This is an optimization exercise on Yosys and OpenROAD, whose aim is small area, not a production implementation.
The RTL was checked by simulation tests, not by an equivalence proof against the original design.
Power and IR drop assume default switching activity.

## master
module master(
    input clk,
    input rst,
    input btnM, input btnL, input btnR, input btnU, input btnD,
    input [7:0] sw,
    output [7:0] led,
    output [6:0] out,
    output [3:0] an
    );
Size in the first run: about 34 I/O pins, about 0.016 sq mm of cells after synthesis.
clock: 10.0 ns
lec_check: 0
abc_area: 1
cap_margin: 20
core_margin: 2
core_utilization: 70
cts_buf_list: sky130_fd_sc_hd__clkbuf_8
cts_cluster_diameter: 60
cts_cluster_size: 16
slew_margin: 20
synth_memory_max_bits: 16384
standard.sh (not shown) runs the stock make flow with config.mk's settings and CLKGATE_MAP_FILE= SYNTH_SCRIPT=/design/flow/synth_recipe.tcl, a recipe that flattens the netlist after the stock synthesis.
==> flow/flow/run.sh <==
#!/bin/bash
# Own layout flow: the standard synthesis, then the combinational logic
# of its netlist is mapped again by ABC for area (flip-flops, their names and
# cell types are kept as the standard synthesis made them), then the standard flow's
# standard layout from floorplan to finish on that netlist.
set -euo pipefail
W=$PWD
R=$W/orfs/results/${FLOW_PLATFORM:-sky130hd}/master/base
L=$W/orfs/logs/${FLOW_PLATFORM:-sky130hd}/master/base
YOSYS=$(command -v yosys || echo /OpenROAD-flow-scripts/tools/install/yosys/bin/yosys)

bash standard.sh synth > $W/standard_synth.log 2>&1

# the don't-use cells that ORFS gave ABC
grep -o -- '-dont_use [A-Za-z0-9_]*' $L/1_2_yosys.log | sort -u | tr '\n' ' ' > $W/dont_use.txt || true

cp $R/1_2_yosys.v $W/1_2_yosys_standard.v
REABC_IN=$W/1_2_yosys_standard.v REABC_OUT=$R/1_2_yosys.v \
REABC_LIB=$FLOW_HOME/platforms/sky130hd/lib/sky130_fd_sc_hd__tt_025C_1v80.lib \
REABC_DONTUSE=$W/dont_use.txt REABC_SCRIPT=$W/flow/area.abc \
  $YOSYS -c $W/flow/reabc.tcl > $W/reabc.log 2>&1

# lay out the new netlist
rm -f $R/1_synth.odb $R/1_synth.sdc
touch $R/1_2_yosys.v
bash standard.sh finish "BUFFER_PORTS_ARGS=-buffer_cell sky130_fd_sc_hd__buf_1" > $W/standard_finish.log 2>&1
==> flow/flow/area.abc <==
strash
&get -n
&deepsyn -J 50 -T 240
&put
&get -n
&deepsyn -J 50 -T 240
&put
&get -n
&dch -f
&nf -R 1000
&put
==> flow/flow/reabc.tcl <==
# Map the combinational logic of the standard synthesis netlist again with
# ABC, for area. Flip-flop cells are black boxes here, so they keep their
# instance names and cell types; nothing merges or removes them.
set lib $::env(REABC_LIB)
yosys read_liberty -ignore_miss_func $lib
yosys setattr -mod -set blackbox 1 sky130_fd_sc_hd__df* sky130_fd_sc_hd__edf* sky130_fd_sc_hd__sdf* sky130_fd_sc_hd__sedf* sky130_fd_sc_hd__dl*
yosys read_verilog $::env(REABC_IN)
yosys hierarchy -top master
yosys tee -o $::env(REABC_OUT).before.stat stat -liberty $lib
yosys flatten
yosys hierarchy -top master
yosys opt_clean -purge
yosys abc -script $::env(REABC_SCRIPT) -liberty $lib {*}[exec cat $::env(REABC_DONTUSE)]
yosys opt_clean -purge
# cell definitions again (black boxes), for the tie cells, buffers and check
yosys read_liberty -lib -overwrite $lib
yosys hilomap -singleton -hicell sky130_fd_sc_hd__conb_1 HI -locell sky130_fd_sc_hd__conb_1 LO
yosys insbuf -buf sky130_fd_sc_hd__buf_4 A X
yosys splitnets
yosys opt_clean -purge
yosys tee -o $::env(REABC_OUT).after.stat stat -liberty $lib
yosys check -assert
yosys write_verilog -noattr -nohex -nodec $::env(REABC_OUT)
The first run completed without violations.
Edit:
--- a/flow/flow/run.sh
+++ b/flow/flow/run.sh
@@ -25,2 +25,2 @@
 touch $R/1_2_yosys.v
-bash standard.sh finish "BUFFER_PORTS_ARGS=-buffer_cell sky130_fd_sc_hd__buf_1" > $W/standard_finish.log 2>&1
+bash standard.sh finish > $W/standard_finish.log 2>&1
Design area rises by 1.6%.
Worst setup slack is worse by 0.089 ns.
Total power goes up by about 3%.
Sequential share of layout area fell by 0.76 points.
Worst hold slack degrades by 0.019 ns.

Another version of the RTL of master (not shown whole).
Size: ~1,700 cells after synthesis, about 34 I/O pins.
Design master, start of the top module:
module master(
    input clk,
    input rst,
    input btnM, input btnL, input btnR, input btnU, input btnD,
    input [7:0] sw,
    output [7:0] led,
    output [6:0] out,
    output [3:0] an
    );
    reg [2:0] clk_dv;
    reg       clk_en;
    reg [2:0] step_dR, step_dM, step_dL, step_dU, step_dD;
    reg [1:0] random;
    always @ (posedge clk)
        if (rst) begin
            clk_dv <= 3'd0;
            clk_en <= 1'b0;
        end else begin
            clk_dv <= clk_dv + 3'd1;
            clk_en <= (clk_dv == 3'd7);
        end
    always @ (posedge clk)
        if (rst) begin
            step_dR <= 0; step_dM <= 0; step_dL <= 0; step_dU <= 0; step_dD <= 0;
        end else if (clk_en) begin
            step_dR <= {btnR, step_dR[2:1]};
            step_dM <= {btnM, step_dM[2:1]};
            step_dL <= {btnL, step_dL[2:1]};
            step_dU <= {btnU, step_dU[2:1]};
            step_dD <= {btnD, step_dD[2:1]};
        end
    wire fastEn = (clk_dv == 3'd3);
    wire rOut = fastEn & ~step_dR[0] & step_dR[1];
    wire mOut = fastEn & ~step_dM[0] & step_dM[1];
    wire lOut = fastEn & ~step_dL[0] & step_dL[1];
    wire uOut = fastEn & ~step_dU[0] & step_dU[1];
    wire dOut = fastEn & ~step_dD[0] & step_dD[1];
    always @ (posedge clk)
        if (rst)
            random <= 2'b00;
        else if (btnR || btnL || btnM || btnU || btnD)
            random <= random + 2'd1;
    assign led = sw;
    wire clock0, clock1, clock2, clock3, clock4, clock5, clock6;
    wire scrollRise, lvlRise, validStart;
    wire [1:0] state;
    wire gameOver, newGameFlag;
    masterCLK myCLK (
        .clk(clk), .rst(rst),
        .clock0(clock0), .clock1(clock1), .clock2(clock2), .clock3(clock3),
        .clock4(clock4), .clock5(clock5), .clock6(clock6),
        .scrollRise(scrollRise)
    );
    levels theLevels (
        .clk(clk), .sw(sw),
        .clock0(clock0), .clock1(clock1), .clock2(clock2), .clock3(clock3),
        .clock4(clock4), .clock5(clock5), .clock6(clock6),
        .validStart(validStart), .lvlRise(lvlRise)
    );
    mainMenu mm (
        .clk(clk), .rst(rst),
        .btnM(mOut), .btnR(rOut), .btnL(lOut),
        .validStart(validStart),
        .newGameFlag(newGameFlag), .gameOver(gameOver),
        .state(state)
    );
    gameplay gp (
        .clk(clk), .rst(rst),
  ...
export LEC_CHECK = 0
export ABC_AREA = 1
export CAP_MARGIN = 20
export CORE_MARGIN = 2
export CORE_UTILIZATION = 70
export CTS_BUF_LIST = sky130_fd_sc_hd__clkbuf_8
export CTS_CLUSTER_DIAMETER = 60
export CTS_CLUSTER_SIZE = 16
export SLEW_MARGIN = 20
export SYNTH_MEMORY_MAX_BITS = 16384
create_clock -name core_clock -period 10.0 [get_ports {clk}]
==> flow/flow/run.sh <==
#!/bin/bash
# Own layout flow: the standard synthesis, then the combinational logic
# of its netlist is mapped again by ABC for area (flip-flops, their names and
# cell types are kept as the standard synthesis made them), then the standard flow's
# standard layout from floorplan to finish on that netlist, with the
# smallest buffer cell for the port buffers.
set -euo pipefail
W=$PWD
R=$W/orfs/results/${FLOW_PLATFORM:-sky130hd}/master/base
L=$W/orfs/logs/${FLOW_PLATFORM:-sky130hd}/master/base
YOSYS=$(command -v yosys || echo /OpenROAD-flow-scripts/tools/install/yosys/bin/yosys)
LIB=$FLOW_HOME/platforms/sky130hd/lib/sky130_fd_sc_hd__tt_025C_1v80.lib

bash standard.sh synth > $W/standard_synth.log 2>&1

# the don't-use cells that ORFS gave ABC
grep -o -- '-dont_use [A-Za-z0-9_]*' $L/1_2_yosys.log | sort -u | tr '\n' ' ' > $W/dont_use.txt || true
cp $R/1_2_yosys.v $W/1_2_yosys_standard.v

# four ABC runs with different random seeds, in parallel; keep the smallest
for s in 0 1 2 3; do
  REABC_IN=$W/1_2_yosys_standard.v REABC_OUT=$W/reabc$s.v REABC_LIB=$LIB \
  REABC_DONTUSE=$W/dont_use.txt REABC_SCRIPT=$W/flow/area$s.abc \
    $YOSYS -c $W/flow/reabc.tcl > $W/reabc$s.log 2>&1 &
done
wait
best=""; bestarea=""
for s in 0 1 2 3; do
  a=$(grep "Chip area for module" $W/reabc$s.v.after.stat | head -1 | awk '{print $NF}')
  echo "seed $s: $a" >> $W/reabc_choice.txt
  if [[ -z "$best" ]] || awk -v a="$a" -v b="$bestarea" 'BEGIN{exit !(a < b)}'; then
    best=$s; bestarea=$a
  fi
done
echo "chosen: seed $best ($bestarea)" >> $W/reabc_choice.txt
cp $W/reabc$best.v $R/1_2_yosys.v

# lay out the new netlist
rm -f $R/1_synth.odb $R/1_synth.sdc
touch $R/1_2_yosys.v
bash standard.sh finish "BUFFER_PORTS_ARGS=-buffer_cell sky130_fd_sc_hd__buf_1" > $W/standard_finish.log 2>&1
==> flow/flow/area0.abc <==
strash
&get -n
&deepsyn -S 0 -J 300 -T 1200
&put
&get -n
&deepsyn -S 0 -J 300 -T 1200
&put
&get -n
&dch -f
&nf -R 1000
&put
==> flow/flow/area1.abc <==
strash
&get -n
&deepsyn -S 1 -J 300 -T 1200
&put
&get -n
&deepsyn -S 1 -J 300 -T 1200
&put
&get -n
&dch -f
&nf -R 1000
&put
==> flow/flow/area2.abc <==
strash
&get -n
&deepsyn -S 2 -J 300 -T 1200
&put
&get -n
&deepsyn -S 2 -J 300 -T 1200
&put
&get -n
&dch -f
&nf -R 1000
&put
==> flow/flow/area3.abc <==
strash
&get -n
&deepsyn -S 3 -J 300 -T 1200
&put
&get -n
&deepsyn -S 3 -J 300 -T 1200
&put
&get -n
&dch -f
&nf -R 1000
&put
Scripts as last shown in full above: flow/flow/reabc.tcl
Then changed:
--- a/flow/flow/run.sh
+++ b/flow/flow/run.sh
@@ -20,2 +20,2 @@
-# four ABC runs with different random seeds, in parallel; keep the smallest
-for s in 0 1 2 3; do
+# three ABC runs with different random seeds, in parallel; keep the smallest
+for s in 0 1 2; do
@@ -28 +28 @@
-for s in 0 1 2 3; do
+for s in 0 1 2; do
==> flow/flow/area0.abc (replaced) <==
strash
&get -n
&deepsyn -S 0 -J 200 -T 900
&put
&get -n
&deepsyn -S 0 -J 200 -T 900
&put
&get -n
&dch -f
&nf -R 1000
&put
==> flow/flow/area1.abc (replaced) <==
strash
&get -n
&deepsyn -S 1 -J 200 -T 900
&put
&get -n
&deepsyn -S 1 -J 200 -T 900
&put
&get -n
&dch -f
&nf -R 1000
&put
==> flow/flow/area2.abc (replaced) <==
strash
&get -n
&deepsyn -S 2 -J 200 -T 900
&put
&get -n
&deepsyn -S 2 -J 200 -T 900
&put
&get -n
&dch -f
&nf -R 1000
&put
removed: flow/flow/area3.abc
After rerunning: Final cell count goes down by about 1%; die area goes up by about 0.6%; global-route usage goes down by 1.7 points; hold slack is better by 0.016 ns; clock power goes down by 18%; synthesized cell count stays flat; sequential share of layout area goes up by 0.50 points; setup slack is better by 0.51 ns.

Another version of the RTL of master (not shown whole).
For scale: roughly 34 I/O pins, ~16000 um2 of cells after synthesis.
clock: 10.0 ns
lec_check: 0
abc_area: 1
cap_margin: 20
core_margin: 2
core_utilization: 85
cts_buf_list: sky130_fd_sc_hd__clkbuf_8
cts_cluster_diameter: 60
cts_cluster_size: 16
slew_margin: 20
synth_memory_max_bits: 16384
==> flow/flow/run.sh <==
#!/bin/bash
# Own layout flow: the standard synthesis, then the combinational logic
# of its netlist is mapped again by ABC for area (flip-flops, their names and
# cell types are kept as the standard synthesis made them), then the standard flow's
# standard layout from floorplan to finish on that netlist.
set -euo pipefail
W=$PWD
R=$W/orfs/results/${FLOW_PLATFORM:-sky130hd}/master/base
L=$W/orfs/logs/${FLOW_PLATFORM:-sky130hd}/master/base
YOSYS=$(command -v yosys || echo /OpenROAD-flow-scripts/tools/install/yosys/bin/yosys)

bash standard.sh synth > $W/standard_synth.log 2>&1

# the don't-use cells that ORFS gave ABC
grep -o -- '-dont_use [A-Za-z0-9_]*' $L/1_2_yosys.log | sort -u | tr '\n' ' ' > $W/dont_use.txt || true

cp $R/1_2_yosys.v $W/1_2_yosys_standard.v
REABC_IN=$W/1_2_yosys_standard.v REABC_OUT=$R/1_2_yosys.v \
REABC_LIB=$FLOW_HOME/platforms/sky130hd/lib/sky130_fd_sc_hd__tt_025C_1v80.lib \
REABC_DONTUSE=$W/dont_use.txt REABC_SCRIPT=$W/flow/area.abc \
  $YOSYS -c $W/flow/reabc.tcl > $W/reabc.log 2>&1

# lay out the new netlist
rm -f $R/1_synth.odb $R/1_synth.sdc
touch $R/1_2_yosys.v
bash standard.sh finish "BUFFER_PORTS_ARGS=-buffer_cell sky130_fd_sc_hd__buf_1" > $W/standard_finish.log 2>&1
Scripts as last shown in full above: flow/flow/area.abc, flow/flow/reabc.tcl
==> next run, changes <==
--- a/flow/flow/run.sh
+++ b/flow/flow/run.sh
@@ -4,3 +4,4 @@
 # cell types are kept as the standard synthesis made them), then the standard flow's
-# standard layout from floorplan to finish on that netlist.
+# standard layout from floorplan to finish on that netlist, with the
+# smallest buffer cell for the port buffers.
 set -euo pipefail
@@ -10,2 +11,3 @@
 YOSYS=$(command -v yosys || echo /OpenROAD-flow-scripts/tools/install/yosys/bin/yosys)
+LIB=$FLOW_HOME/platforms/sky130hd/lib/sky130_fd_sc_hd__tt_025C_1v80.lib
 
@@ -15,8 +17,21 @@
 grep -o -- '-dont_use [A-Za-z0-9_]*' $L/1_2_yosys.log | sort -u | tr '\n' ' ' > $W/dont_use.txt || true
+cp $R/1_2_yosys.v $W/1_2_yosys_standard.v
 
-cp $R/1_2_yosys.v $W/1_2_yosys_standard.v
-REABC_IN=$W/1_2_yosys_standard.v REABC_OUT=$R/1_2_yosys.v \
-REABC_LIB=$FLOW_HOME/platforms/sky130hd/lib/sky130_fd_sc_hd__tt_025C_1v80.lib \
-REABC_DONTUSE=$W/dont_use.txt REABC_SCRIPT=$W/flow/area.abc \
-  $YOSYS -c $W/flow/reabc.tcl > $W/reabc.log 2>&1
+# three ABC runs with different random seeds, in parallel; keep the smallest
+for s in 0 1 2; do
+  REABC_IN=$W/1_2_yosys_standard.v REABC_OUT=$W/reabc$s.v REABC_LIB=$LIB \
+  REABC_DONTUSE=$W/dont_use.txt REABC_SCRIPT=$W/flow/area$s.abc \
+    $YOSYS -c $W/flow/reabc.tcl > $W/reabc$s.log 2>&1 &
+done
+wait
+best=""; bestarea=""
+for s in 0 1 2; do
+  a=$(grep "Chip area for module" $W/reabc$s.v.after.stat | head -1 | awk '{print $NF}')
+  echo "seed $s: $a" >> $W/reabc_choice.txt
+  if [[ -z "$best" ]] || awk -v a="$a" -v b="$bestarea" 'BEGIN{exit !(a < b)}'; then
+    best=$s; bestarea=$a
+  fi
+done
+echo "chosen: seed $best ($bestarea)" >> $W/reabc_choice.txt
+cp $W/reabc$best.v $R/1_2_yosys.v
 
==> flow/flow/area0.abc (new file) <==
strash
&get -n
&deepsyn -S 0 -J 200 -T 900
&put
&get -n
&deepsyn -S 0 -J 200 -T 900
&put
&get -n
&dch -f
&nf -R 1000
&put
==> flow/flow/area1.abc (new file) <==
strash
&get -n
&deepsyn -S 1 -J 200 -T 900
&put
&get -n
&deepsyn -S 1 -J 200 -T 900
&put
&get -n
&dch -f
&nf -R 1000
&put
==> flow/flow/area2.abc (new file) <==
strash
&get -n
&deepsyn -S 2 -J 200 -T 900
&put
&get -n
&deepsyn -S 2 -J 200 -T 900
&put
&get -n
&dch -f
&nf -R 1000
&put
--- a/flow/config.mk
+++ b/flow/config.mk
@@ -10,3 +10,3 @@
 export CORE_MARGIN = 2
-export CORE_UTILIZATION = 85
+export CORE_UTILIZATION = 70
 export CTS_BUF_LIST = sky130_fd_sc_hd__clkbuf_8
removed: flow/flow/area.abc
Effect: The new run went through all stages and came out clean; synthesized area shrinks by 1.9%; sequential cell count is unchanged; die area rises by 19%; total power goes down by 6.6%; clock-buffer cell count increases by 3; register-to-register slack improves by 50 ps; clock power is higher by 6.7%; critical path depth climbs by 6; global-route usage drops by 15 points; wire length falls by 21%; cell count hardly moves.

## static timing again, ports no longer ideal
No port has a modelled driver above. Below, the same layouts with a new extraction and two added sets of constraints. Step 1, drivers: a clkbuf_16 drives clk and a buf_2 each remaining input, both assumed. Step 2 times the ports against the registers' clock, not the clock port: input delays grow and output delays shrink by t, the midpoint of the rising clock arrivals with the driver on. a / b / c = no drivers / after step 1 / after step 2; a / b = the first two.
| run | t, ns | setup slack, ns | latest minus earliest clock arrival (ns) | worst data-port slew with drivers (ns) |
|---|---|---|---|---|
| the first run of note 1 | 0.633 | 2.072 / 2.072 / 2.072 | 0.029 / 0.029 | 0.05 |
| the second run of note 1 | 0.644 | 1.983 / 1.983 / 1.983 | 0.054 / 0.054 | 0.04 |
| the first run of note 2 | 0.605 | 2.229 / 2.229 / 2.229 | 0.056 / 0.056 | 0.10 |
| the second run of note 2 | 0.623 | 2.741 / 2.741 / 2.741 | 0.030 / 0.031 | 0.04 |
| the first run of note 3 | 0.651 | 1.734 / 1.734 / 1.734 | 0.019 / 0.020 | 0.05 |
| the second run of note 3 | 0.641 | 1.785 / 1.785 / 1.785 | 0.027 / 0.027 | 0.04 |
After both steps setup and hold are still met in every run listed.
